This design comes from an exercise in tuning for small area and a short achievable clock period on the open sky130 flow, not from production work. In this exercise RTL edits were held to simulation tests only and were not proved equivalent to the original.

==> v14: inputs <==
## fc2
module fc2 (
    input clk,
    input rst_n,
    input logic [511:0] weight ,
    input  logic [10:0] in_data,
    input in_valid,
    output logic out_valid,
    output logic [15:0] sum
);
export LEC_CHECK = 0
export CAP_MARGIN = 20
export CORE_MARGIN = 2
export CORE_UTILIZATION = 45
export CTS_CLUSTER_DIAMETER = 100
export CTS_CLUSTER_SIZE = 20
export SETUP_SLACK_MARGIN = 4.75
export SLEW_MARGIN = 20
export SYNTH_HIERARCHICAL = 1
create_clock -name core_clock -period 8.0 [get_ports {clk}]
run.sh (not shown) runs the stock make flow with config.mk's settings and CLKGATE_MAP_FILE= SYNTH_SCRIPT=/design/flow/synth_recipe.tcl, a recipe that flattens the netlist after the stock synthesis.
==> v18 (differences from v14) <==
--- a/flow/design.v
+++ b/flow/design.v
@@ -257,23 +257,25 @@
     logic ys403;
     logic ys405;
     logic ys407;
     logic g409;
     logic ys410;
     logic p413;
-    logic p414;
-    logic gg415;
-    logic gg417;
-    logic ys419;
-    logic ys421;
+    logic g414;
+    logic p416;
+    logic g417;
+    logic gg419;
+    logic gg421;
+    logic ys423;
+    logic ys425;
     for (genvar k = 0; k < 4; k = k + 1) begin : dig
         assign sel_d[3*k]     = ~weight[2*k+1] &  weight[2*k];
         assign sel_d[3*k + 1] =  weight[2*k+1] & ~weight[2*k];
         assign sel_d[3*k + 2] =  weight[2*k+1] &  weight[2*k];
     end
-    fc2_sel2 sl2 (.s0(sel[0]), .s2(sel[2]), .a(m1[0]), .c(m3[0]), .yn(sn1));
+    fc2_sel sl2 (.s0(sel[0]), .s1(sel[1]), .s2(sel[2]), .a(m1[0]), .b(m2[0]), .c(m3[0]), .yn(sn1));
     fc2_sel sl4 (.s0(sel[0]), .s1(sel[1]), .s2(sel[2]), .a(m1[1]), .b(m2[1]), .c(m3[1]), .yn(sn3));
     fc2_sel sl6 (.s0(sel[0]), .s1(sel[1]), .s2(sel[2]), .a(m1[2]), .b(m2[2]), .c(m3[2]), .yn(sn5));
     fc2_sel sl8 (.s0(sel[0]), .s1(sel[1]), .s2(sel[2]), .a(m1[3]), .b(m2[3]), .c(m3[3]), .yn(sn7));
     fc2_sel sl10 (.s0(sel[0]), .s1(sel[1]), .s2(sel[2]), .a(m1[4]), .b(m2[4]), .c(m3[4]), .yn(sn9));
     fc2_sel sl12 (.s0(sel[0]), .s1(sel[1]), .s2(sel[2]), .a(m1[5]), .b(m2[5]), .c(m3[5]), .yn(sn11));
     fc2_sel sl14 (.s0(sel[0]), .s1(sel[1]), .s2(sel[2]), .a(m1[6]), .b(m2[6]), .c(m3[6]), .yn(sn13));
@@ -281,13 +283,13 @@
     fc2_sel sl18 (.s0(sel[0]), .s1(sel[1]), .s2(sel[2]), .a(m1[8]), .b(m2[8]), .c(m3[8]), .yn(sn17));
     fc2_sel sl20 (.s0(sel[0]), .s1(sel[1]), .s2(sel[2]), .a(m1[9]), .b(m2[9]), .c(m3[9]), .yn(sn19));
     fc2_sel sl22 (.s0(sel[0]), .s1(sel[1]), .s2(sel[2]), .a(m1[10]), .b(m2[10]), .c(m3[10]), .yn(sn21));
     fc2_sel sl24 (.s0(sel[0]), .s1(sel[1]), .s2(sel[2]), .a(m1[11]), .b(m2[11]), .c(m3[11]), .yn(sn23));
     fc2_sel sl26 (.s0(sel[0]), .s1(sel[1]), .s2(sel[2]), .a(m1[12]), .b(m2[12]), .c(m3[12]), .yn(sn25));
     assign pp27 = ~sn25;
-    fc2_sel2 sl29 (.s0(sel[3]), .s2(sel[5]), .a(m1[0]), .c(m3[0]), .yn(sn28));
+    fc2_sel sl29 (.s0(sel[3]), .s1(sel[4]), .s2(sel[5]), .a(m1[0]), .b(m2[0]), .c(m3[0]), .yn(sn28));
     fc2_sel sl31 (.s0(sel[3]), .s1(sel[4]), .s2(sel[5]), .a(m1[1]), .b(m2[1]), .c(m3[1]), .yn(sn30));
     fc2_sel sl33 (.s0(sel[3]), .s1(sel[4]), .s2(sel[5]), .a(m1[2]), .b(m2[2]), .c(m3[2]), .yn(sn32));
     fc2_sel sl35 (.s0(sel[3]), .s1(sel[4]), .s2(sel[5]), .a(m1[3]), .b(m2[3]), .c(m3[3]), .yn(sn34));
     fc2_sel sl37 (.s0(sel[3]), .s1(sel[4]), .s2(sel[5]), .a(m1[4]), .b(m2[4]), .c(m3[4]), .yn(sn36));
     fc2_sel sl39 (.s0(sel[3]), .s1(sel[4]), .s2(sel[5]), .a(m1[5]), .b(m2[5]), .c(m3[5]), .yn(sn38));
     fc2_sel sl41 (.s0(sel[3]), .s1(sel[4]), .s2(sel[5]), .a(m1[6]), .b(m2[6]), .c(m3[6]), .yn(sn40));
@@ -295,13 +297,13 @@
     fc2_sel sl45 (.s0(sel[3]), .s1(sel[4]), .s2(sel[5]), .a(m1[8]), .b(m2[8]), .c(m3[8]), .yn(sn44));
     fc2_sel sl47 (.s0(sel[3]), .s1(sel[4]), .s2(sel[5]), .a(m1[9]), .b(m2[9]), .c(m3[9]), .yn(sn46));
     fc2_sel sl49 (.s0(sel[3]), .s1(sel[4]), .s2(sel[5]), .a(m1[10]), .b(m2[10]), .c(m3[10]), .yn(sn48));
     fc2_sel sl51 (.s0(sel[3]), .s1(sel[4]), .s2(sel[5]), .a(m1[11]), .b(m2[11]), .c(m3[11]), .yn(sn50));
     fc2_sel sl53 (.s0(sel[3]), .s1(sel[4]), .s2(sel[5]), .a(m1[12]), .b(m2[12]), .c(m3[12]), .yn(sn52));
     assign pp54 = ~sn52;
-    fc2_sel2 sl56 (.s0(sel[6]), .s2(sel[8]), .a(m1[0]), .c(m3[0]), .yn(sn55));
+    fc2_sel sl56 (.s0(sel[6]), .s1(sel[7]), .s2(sel[8]), .a(m1[0]), .b(m2[0]), .c(m3[0]), .yn(sn55));
     fc2_sel sl58 (.s0(sel[6]), .s1(sel[7]), .s2(sel[8]), .a(m1[1]), .b(m2[1]), .c(m3[1]), .yn(sn57));
     fc2_sel sl60 (.s0(sel[6]), .s1(sel[7]), .s2(sel[8]), .a(m1[2]), .b(m2[2]), .c(m3[2]), .yn(sn59));
     fc2_sel sl62 (.s0(sel[6]), .s1(sel[7]), .s2(sel[8]), .a(m1[3]), .b(m2[3]), .c(m3[3]), .yn(sn61));
     fc2_sel sl64 (.s0(sel[6]), .s1(sel[7]), .s2(sel[8]), .a(m1[4]), .b(m2[4]), .c(m3[4]), .yn(sn63));
     fc2_sel sl66 (.s0(sel[6]), .s1(sel[7]), .s2(sel[8]), .a(m1[5]), .b(m2[5]), .c(m3[5]), .yn(sn65));
     fc2_sel sl68 (.s0(sel[6]), .s1(sel[7]), .s2(sel[8]), .a(m1[6]), .b(m2[6]), .c(m3[6]), .yn(sn67));
@@ -309,13 +311,13 @@
     fc2_sel sl72 (.s0(sel[6]), .s1(sel[7]), .s2(sel[8]), .a(m1[8]), .b(m2[8]), .c(m3[8]), .yn(sn71));
     fc2_sel sl74 (.s0(sel[6]), .s1(sel[7]), .s2(sel[8]), .a(m1[9]), .b(m2[9]), .c(m3[9]), .yn(sn73));
     fc2_sel sl76 (.s0(sel[6]), .s1(sel[7]), .s2(sel[8]), .a(m1[10]), .b(m2[10]), .c(m3[10]), .yn(sn75));
     fc2_sel sl78 (.s0(sel[6]), .s1(sel[7]), .s2(sel[8]), .a(m1[11]), .b(m2[11]), .c(m3[11]), .yn(sn77));
     fc2_sel sl80 (.s0(sel[6]), .s1(sel[7]), .s2(sel[8]), .a(m1[12]), .b(m2[12]), .c(m3[12]), .yn(sn79));
     assign pp81 = ~sn79;
-    fc2_sel2 sl83 (.s0(sel[9]), .s2(sel[11]), .a(m1[0]), .c(n1[0]), .yn(sn82));
+    fc2_sel sl83 (.s0(sel[9]), .s1(sel[10]), .s2(sel[11]), .a(m1[0]), .b(n2[0]), .c(n1[0]), .yn(sn82));
     fc2_sel sl85 (.s0(sel[9]), .s1(sel[10]), .s2(sel[11]), .a(m1[1]), .b(n2[1]), .c(n1[1]), .yn(sn84));
     fc2_sel sl87 (.s0(sel[9]), .s1(sel[10]), .s2(sel[11]), .a(m1[2]), .b(n2[2]), .c(n1[2]), .yn(sn86));
     fc2_sel sl89 (.s0(sel[9]), .s1(sel[10]), .s2(sel[11]), .a(m1[3]), .b(n2[3]), .c(n1[3]), .yn(sn88));
     fc2_sel sl91 (.s0(sel[9]), .s1(sel[10]), .s2(sel[11]), .a(m1[4]), .b(n2[4]), .c(n1[4]), .yn(sn90));
     fc2_sel sl93 (.s0(sel[9]), .s1(sel[10]), .s2(sel[11]), .a(m1[5]), .b(n2[5]), .c(n1[5]), .yn(sn92));
     fc2_sel sl95 (.s0(sel[9]), .s1(sel[10]), .s2(sel[11]), .a(m1[6]), .b(n2[6]), .c(n1[6]), .yn(sn94));
@@ -454,19 +456,19 @@
     fc2_g u402 (.gh(gg396), .ph(pq397), .gl(gg394), .g(gg401));
     fc2_xor u404 (.a(p385), .b(g381), .y(ys403));
     fc2_xor u406 (.a(p388), .b(gg394), .y(ys405));
     fc2_xor u408 (.a(p391), .b(gg399), .y(ys407));
     fc2_or u411 (.a(acc_in[21]), .b(cb_in[3]), .y(g409));
     fc2_xnor u412 (.a(acc_in[21]), .b(cb_in[3]), .y(ys410));
-    assign p413 = ~acc_in[22];
-    assign p414 = ~acc_in[23];
-    fc2_g u416 (.gh(acc_in[22]), .ph(p413), .gl(g409), .g(gg415));
-    fc2_g u418 (.gh(acc_in[23]), .ph(p414), .gl(gg415), .g(gg417));
-    fc2_xor u420 (.a(p413), .b(g409), .y(ys419));
-    fc2_xor u422 (.a(p414), .b(gg415), .y(ys421));
-    assign acc_d = {ys421, ys419, ys410, ys407, ys405, ys403, ys382, ys379, ys377, ys375, ys354, ys351, ys349, ys347, ys326, ys323, ys321, ys319, ys317, ys315, ys313, ys311, ys309, ys251};
+    fc2_ha u415 (.a(acc_in[22]), .b(1'b1), .s(p413), .co(g414));
+    fc2_ha u418 (.a(acc_in[23]), .b(1'b1), .s(p416), .co(g417));
+    fc2_g u420 (.gh(g414), .ph(p413), .gl(g409), .g(gg419));
+    fc2_g u422 (.gh(g417), .ph(p416), .gl(gg419), .g(gg421));
+    fc2_xor u424 (.a(p413), .b(g409), .y(ys423));
+    fc2_xor u426 (.a(p416), .b(gg419), .y(ys425));
+    assign acc_d = {ys425, ys423, ys410, ys407, ys405, ys403, ys382, ys379, ys377, ys375, ys354, ys351, ys349, ys347, ys326, ys323, ys321, ys319, ys317, ys315, ys313, ys311, ys309, ys251};
     assign cb_d = {gg401, gg373, gg345, gg307};
     always_ff @(posedge clk) begin
         sel <= sel_d;
         acc <= acc_d;
         cb <= cb_d;
     end
@@ -545,18 +547,12 @@
 module fc2_g (
     input  logic gh, ph, gl,
     output logic g
 );
     assign g = gh | (ph & gl);
 endmodule
-module fc2_sel2 (
-    input  logic s0, s2, a, c,
-    output logic yn
-);
-    assign yn = ~((s0 & a) | (s2 & c));
-endmodule
 module fc2_sel (
     input  logic s0, s1, s2, a, b, c,
     output logic yn
 );
     assign yn = ~((s0 & a) | (s1 & b) | (s2 & c));
 endmodule
- SETUP_SLACK_MARGIN: 4.75 -> 4.7
==> v1 (differences from v14) <==
--- a/flow/design.v
+++ b/flow/design.v
@@ -257,23 +257,25 @@
     logic ys403;
     logic ys405;
     logic ys407;
     logic g409;
     logic ys410;
     logic p413;
-    logic p414;
-    logic gg415;
-    logic gg417;
-    logic ys419;
-    logic ys421;
+    logic g414;
+    logic p416;
+    logic g417;
+    logic gg419;
+    logic gg421;
+    logic ys423;
+    logic ys425;
     for (genvar k = 0; k < 4; k = k + 1) begin : dig
         assign sel_d[3*k]     = ~weight[2*k+1] &  weight[2*k];
         assign sel_d[3*k + 1] =  weight[2*k+1] & ~weight[2*k];
         assign sel_d[3*k + 2] =  weight[2*k+1] &  weight[2*k];
     end
-    fc2_sel2 sl2 (.s0(sel[0]), .s2(sel[2]), .a(m1[0]), .c(m3[0]), .yn(sn1));
+    fc2_sel sl2 (.s0(sel[0]), .s1(sel[1]), .s2(sel[2]), .a(m1[0]), .b(m2[0]), .c(m3[0]), .yn(sn1));
     fc2_sel sl4 (.s0(sel[0]), .s1(sel[1]), .s2(sel[2]), .a(m1[1]), .b(m2[1]), .c(m3[1]), .yn(sn3));
     fc2_sel sl6 (.s0(sel[0]), .s1(sel[1]), .s2(sel[2]), .a(m1[2]), .b(m2[2]), .c(m3[2]), .yn(sn5));
     fc2_sel sl8 (.s0(sel[0]), .s1(sel[1]), .s2(sel[2]), .a(m1[3]), .b(m2[3]), .c(m3[3]), .yn(sn7));
     fc2_sel sl10 (.s0(sel[0]), .s1(sel[1]), .s2(sel[2]), .a(m1[4]), .b(m2[4]), .c(m3[4]), .yn(sn9));
     fc2_sel sl12 (.s0(sel[0]), .s1(sel[1]), .s2(sel[2]), .a(m1[5]), .b(m2[5]), .c(m3[5]), .yn(sn11));
     fc2_sel sl14 (.s0(sel[0]), .s1(sel[1]), .s2(sel[2]), .a(m1[6]), .b(m2[6]), .c(m3[6]), .yn(sn13));
@@ -281,13 +283,13 @@
     fc2_sel sl18 (.s0(sel[0]), .s1(sel[1]), .s2(sel[2]), .a(m1[8]), .b(m2[8]), .c(m3[8]), .yn(sn17));
     fc2_sel sl20 (.s0(sel[0]), .s1(sel[1]), .s2(sel[2]), .a(m1[9]), .b(m2[9]), .c(m3[9]), .yn(sn19));
     fc2_sel sl22 (.s0(sel[0]), .s1(sel[1]), .s2(sel[2]), .a(m1[10]), .b(m2[10]), .c(m3[10]), .yn(sn21));
     fc2_sel sl24 (.s0(sel[0]), .s1(sel[1]), .s2(sel[2]), .a(m1[11]), .b(m2[11]), .c(m3[11]), .yn(sn23));
     fc2_sel sl26 (.s0(sel[0]), .s1(sel[1]), .s2(sel[2]), .a(m1[12]), .b(m2[12]), .c(m3[12]), .yn(sn25));
     assign pp27 = ~sn25;
-    fc2_sel2 sl29 (.s0(sel[3]), .s2(sel[5]), .a(m1[0]), .c(m3[0]), .yn(sn28));
+    fc2_sel sl29 (.s0(sel[3]), .s1(sel[4]), .s2(sel[5]), .a(m1[0]), .b(m2[0]), .c(m3[0]), .yn(sn28));
     fc2_sel sl31 (.s0(sel[3]), .s1(sel[4]), .s2(sel[5]), .a(m1[1]), .b(m2[1]), .c(m3[1]), .yn(sn30));
     fc2_sel sl33 (.s0(sel[3]), .s1(sel[4]), .s2(sel[5]), .a(m1[2]), .b(m2[2]), .c(m3[2]), .yn(sn32));
     fc2_sel sl35 (.s0(sel[3]), .s1(sel[4]), .s2(sel[5]), .a(m1[3]), .b(m2[3]), .c(m3[3]), .yn(sn34));
     fc2_sel sl37 (.s0(sel[3]), .s1(sel[4]), .s2(sel[5]), .a(m1[4]), .b(m2[4]), .c(m3[4]), .yn(sn36));
     fc2_sel sl39 (.s0(sel[3]), .s1(sel[4]), .s2(sel[5]), .a(m1[5]), .b(m2[5]), .c(m3[5]), .yn(sn38));
     fc2_sel sl41 (.s0(sel[3]), .s1(sel[4]), .s2(sel[5]), .a(m1[6]), .b(m2[6]), .c(m3[6]), .yn(sn40));
@@ -295,13 +297,13 @@
     fc2_sel sl45 (.s0(sel[3]), .s1(sel[4]), .s2(sel[5]), .a(m1[8]), .b(m2[8]), .c(m3[8]), .yn(sn44));
     fc2_sel sl47 (.s0(sel[3]), .s1(sel[4]), .s2(sel[5]), .a(m1[9]), .b(m2[9]), .c(m3[9]), .yn(sn46));
     fc2_sel sl49 (.s0(sel[3]), .s1(sel[4]), .s2(sel[5]), .a(m1[10]), .b(m2[10]), .c(m3[10]), .yn(sn48));
     fc2_sel sl51 (.s0(sel[3]), .s1(sel[4]), .s2(sel[5]), .a(m1[11]), .b(m2[11]), .c(m3[11]), .yn(sn50));
     fc2_sel sl53 (.s0(sel[3]), .s1(sel[4]), .s2(sel[5]), .a(m1[12]), .b(m2[12]), .c(m3[12]), .yn(sn52));
     assign pp54 = ~sn52;
-    fc2_sel2 sl56 (.s0(sel[6]), .s2(sel[8]), .a(m1[0]), .c(m3[0]), .yn(sn55));
+    fc2_sel sl56 (.s0(sel[6]), .s1(sel[7]), .s2(sel[8]), .a(m1[0]), .b(m2[0]), .c(m3[0]), .yn(sn55));
     fc2_sel sl58 (.s0(sel[6]), .s1(sel[7]), .s2(sel[8]), .a(m1[1]), .b(m2[1]), .c(m3[1]), .yn(sn57));
     fc2_sel sl60 (.s0(sel[6]), .s1(sel[7]), .s2(sel[8]), .a(m1[2]), .b(m2[2]), .c(m3[2]), .yn(sn59));
     fc2_sel sl62 (.s0(sel[6]), .s1(sel[7]), .s2(sel[8]), .a(m1[3]), .b(m2[3]), .c(m3[3]), .yn(sn61));
     fc2_sel sl64 (.s0(sel[6]), .s1(sel[7]), .s2(sel[8]), .a(m1[4]), .b(m2[4]), .c(m3[4]), .yn(sn63));
     fc2_sel sl66 (.s0(sel[6]), .s1(sel[7]), .s2(sel[8]), .a(m1[5]), .b(m2[5]), .c(m3[5]), .yn(sn65));
     fc2_sel sl68 (.s0(sel[6]), .s1(sel[7]), .s2(sel[8]), .a(m1[6]), .b(m2[6]), .c(m3[6]), .yn(sn67));
@@ -309,13 +311,13 @@
     fc2_sel sl72 (.s0(sel[6]), .s1(sel[7]), .s2(sel[8]), .a(m1[8]), .b(m2[8]), .c(m3[8]), .yn(sn71));
     fc2_sel sl74 (.s0(sel[6]), .s1(sel[7]), .s2(sel[8]), .a(m1[9]), .b(m2[9]), .c(m3[9]), .yn(sn73));
     fc2_sel sl76 (.s0(sel[6]), .s1(sel[7]), .s2(sel[8]), .a(m1[10]), .b(m2[10]), .c(m3[10]), .yn(sn75));
     fc2_sel sl78 (.s0(sel[6]), .s1(sel[7]), .s2(sel[8]), .a(m1[11]), .b(m2[11]), .c(m3[11]), .yn(sn77));
     fc2_sel sl80 (.s0(sel[6]), .s1(sel[7]), .s2(sel[8]), .a(m1[12]), .b(m2[12]), .c(m3[12]), .yn(sn79));
     assign pp81 = ~sn79;
-    fc2_sel2 sl83 (.s0(sel[9]), .s2(sel[11]), .a(m1[0]), .c(n1[0]), .yn(sn82));
+    fc2_sel sl83 (.s0(sel[9]), .s1(sel[10]), .s2(sel[11]), .a(m1[0]), .b(n2[0]), .c(n1[0]), .yn(sn82));
     fc2_sel sl85 (.s0(sel[9]), .s1(sel[10]), .s2(sel[11]), .a(m1[1]), .b(n2[1]), .c(n1[1]), .yn(sn84));
     fc2_sel sl87 (.s0(sel[9]), .s1(sel[10]), .s2(sel[11]), .a(m1[2]), .b(n2[2]), .c(n1[2]), .yn(sn86));
     fc2_sel sl89 (.s0(sel[9]), .s1(sel[10]), .s2(sel[11]), .a(m1[3]), .b(n2[3]), .c(n1[3]), .yn(sn88));
     fc2_sel sl91 (.s0(sel[9]), .s1(sel[10]), .s2(sel[11]), .a(m1[4]), .b(n2[4]), .c(n1[4]), .yn(sn90));
     fc2_sel sl93 (.s0(sel[9]), .s1(sel[10]), .s2(sel[11]), .a(m1[5]), .b(n2[5]), .c(n1[5]), .yn(sn92));
     fc2_sel sl95 (.s0(sel[9]), .s1(sel[10]), .s2(sel[11]), .a(m1[6]), .b(n2[6]), .c(n1[6]), .yn(sn94));
@@ -454,53 +456,53 @@
     fc2_g u402 (.gh(gg396), .ph(pq397), .gl(gg394), .g(gg401));
     fc2_xor u404 (.a(p385), .b(g381), .y(ys403));
     fc2_xor u406 (.a(p388), .b(gg394), .y(ys405));
     fc2_xor u408 (.a(p391), .b(gg399), .y(ys407));
     fc2_or u411 (.a(acc_in[21]), .b(cb_in[3]), .y(g409));
     fc2_xnor u412 (.a(acc_in[21]), .b(cb_in[3]), .y(ys410));
-    assign p413 = ~acc_in[22];
-    assign p414 = ~acc_in[23];
-    fc2_g u416 (.gh(acc_in[22]), .ph(p413), .gl(g409), .g(gg415));
-    fc2_g u418 (.gh(acc_in[23]), .ph(p414), .gl(gg415), .g(gg417));
-    fc2_xor u420 (.a(p413), .b(g409), .y(ys419));
-    fc2_xor u422 (.a(p414), .b(gg415), .y(ys421));
-    assign acc_d = {ys421, ys419, ys410, ys407, ys405, ys403, ys382, ys379, ys377, ys375, ys354, ys351, ys349, ys347, ys326, ys323, ys321, ys319, ys317, ys315, ys313, ys311, ys309, ys251};
+    fc2_ha u415 (.a(acc_in[22]), .b(1'b1), .s(p413), .co(g414));
+    fc2_ha u418 (.a(acc_in[23]), .b(1'b1), .s(p416), .co(g417));
+    fc2_g u420 (.gh(g414), .ph(p413), .gl(g409), .g(gg419));
+    fc2_g u422 (.gh(g417), .ph(p416), .gl(gg419), .g(gg421));
+    fc2_xor u424 (.a(p413), .b(g409), .y(ys423));
+    fc2_xor u426 (.a(p416), .b(gg419), .y(ys425));
+    assign acc_d = {ys425, ys423, ys410, ys407, ys405, ys403, ys382, ys379, ys377, ys375, ys354, ys351, ys349, ys347, ys326, ys323, ys321, ys319, ys317, ys315, ys313, ys311, ys309, ys251};
     assign cb_d = {gg401, gg373, gg345, gg307};
     always_ff @(posedge clk) begin
         sel <= sel_d;
         acc <= acc_d;
         cb <= cb_d;
     end
     assign rb = ~acc[8] & ~(&acc[7:0]);
 endmodule
 module fc2_group #(
-    parameter logic [31:0] BIASES = '0    
+    parameter logic [63:0] BIASES = '0    
 ) (
     input  logic        clk,
-    input  logic [31:0] weight,
+    input  logic [63:0] weight,
     input  logic [10:0] in_data,
     input  logic        load_n,
-    output logic [79:0] res
+    output logic [159:0] res
 );
     logic [12:0] xe, x1, x3, xn1;
     logic        xmin, load;
-    logic [23:0] acc [0:3];
-    logic [3:0] cb [0:3];
-    logic [3:0] rb;
+    logic [23:0] acc [0:7];
+    logic [3:0] cb [0:7];
+    logic [7:0] rb;
     assign xe = {{2{in_data[10]}}, in_data};
     always_ff @(posedge clk) begin
         x1 <= xe;
         x3 <= xe + {xe[11:0], 1'b0};
         xn1 <= -xe;
         xmin <= (in_data == 11'h400);
         load <= load_n;
     end
     genvar j;
     generate
-        for (j = 0; j < 4; j = j + 1) begin : col
-            fc2_column #(.BIAS(BIASES[(3-j)*8 +: 8])) fc (
+        for (j = 0; j < 8; j = j + 1) begin : col
+            fc2_column #(.BIAS(BIASES[(7-j)*8 +: 8])) fc (
                 .clk(clk),
                 .weight(weight[8*j +: 8]),
                 .m1(x1),
                 .m2({x1[11:0], 1'b0}),
                 .m3(x3),
                 .n1(xn1),
@@ -545,18 +547,12 @@
 module fc2_g (
     input  logic gh, ph, gl,
     output logic g
 );
     assign g = gh | (ph & gl);
 endmodule
-module fc2_sel2 (
-    input  logic s0, s2, a, c,
-    output logic yn
-);
-    assign yn = ~((s0 & a) | (s2 & c));
-endmodule
 module fc2_sel (
     input  logic s0, s1, s2, a, b, c,
     output logic yn
 );
     assign yn = ~((s0 & a) | (s1 & b) | (s2 & c));
 endmodule
@@ -610,23 +606,23 @@
         out_valid <= primed && (ph >= 8'd5) && (ph <= 8'd68);
     end
 end
 logic [19:0] res [0:63];
 genvar g;
 generate
-    for (g = 0; g < 16; g = g + 1) begin : grp
-        logic [79:0] gres;
-        fc2_group #(.BIASES(BIAS_FLAT[(15 - g)*32 +: 32])) fg (
+    for (g = 0; g < 8; g = g + 1) begin : grp
+        logic [159:0] gres;
+        fc2_group #(.BIASES(BIAS_FLAT[(7 - g)*64 +: 64])) fg (
             .clk(clk),
-            .weight(weight[32*g +: 32]),
+            .weight(weight[64*g +: 64]),
             .in_data(in_data),
             .load_n(ph_n == 8'd0),
             .res(gres)
         );
-        for (genvar j = 0; j < 4; j = j + 1) begin : ch
-            assign res[4*g + j] = gres[20*j +: 20];
+        for (genvar j = 0; j < 8; j = j + 1) begin : ch
+            assign res[8*g + j] = gres[20*j +: 20];
         end
     end
 endgenerate
 logic [19:0] sr [1:68];
 logic [15:0] sr0;
 logic [14:0] hi, t;
==> flow_summary.yaml <==
die:
  die_y_um: 780
critical_path:
  cp.buffers_inverters: 1
  crit_top_cell: "fa_2"
global_route:
  grtUsageTotal_pct: 26.1
outcome:
  status: "timing/DRC/antenna clean"
place:
  placed_cells: 31730
sta:
  layout_worst_path_cycle_share_pct: 42.0
layout:
  num-multi-input-gates: 17867
# the run above: v14

==> flow_summary.yaml <==
outcome:
  status: "timing/DRC/antenna clean"
place:
  placed_cells: 30790
layout:
  num-multi-input-gates: 17741
critical_path:
  cp.buffers_inverters: 3
die:
  die_y_um: 765
# the run above: v1

==> flow_summary.yaml <==
critical_path:
  cp.buffers_inverters: 2
  crit_top_cell: "fa_1"
global_route:
  grtUsageTotal_pct: 26.1
die:
  die_y_um: 781
sta:
  layout_worst_path_cycle_share_pct: 41.8
outcome:
  status: "timing/DRC/antenna clean"
place:
  placed_cells: 32211
# the run above: v18

-- afterwards: timing with drivers on the ports --
In the flow no input, the clock included, has a driving cell. The finished layouts below were timed again as built, in two steps. Step 1, drivers: a clkbuf_16 drives clk and a buf_2 each remaining input, both assumed. Step 2 moves the port delays by t, midway between the first and last clock arrival at a register: inputs arrive t later, outputs are due t later. That takes back most of the time a late clock gives input paths. Slacks: ideal / step 1 / step 2; pairs: ideal / step 1.
run | shift t [ns] | slack for setup (ns) | worst setup path after step 2 | cell pins on the clock port's net
v14 | 1.135 | 4.644 / 4.644 / 3.724 | input to register | 1
v18 | 1.124 | 4.658 / 4.658 / 3.792 | input to register | 1
v1 | 1.128 | 4.472 / 4.472 / 3.757 | input to register | 1
After both steps every run listed still meets setup and hold. The setup slack of v14, which loses most, moves by 0.000 ns with the drivers and by -0.920 ns with both steps.
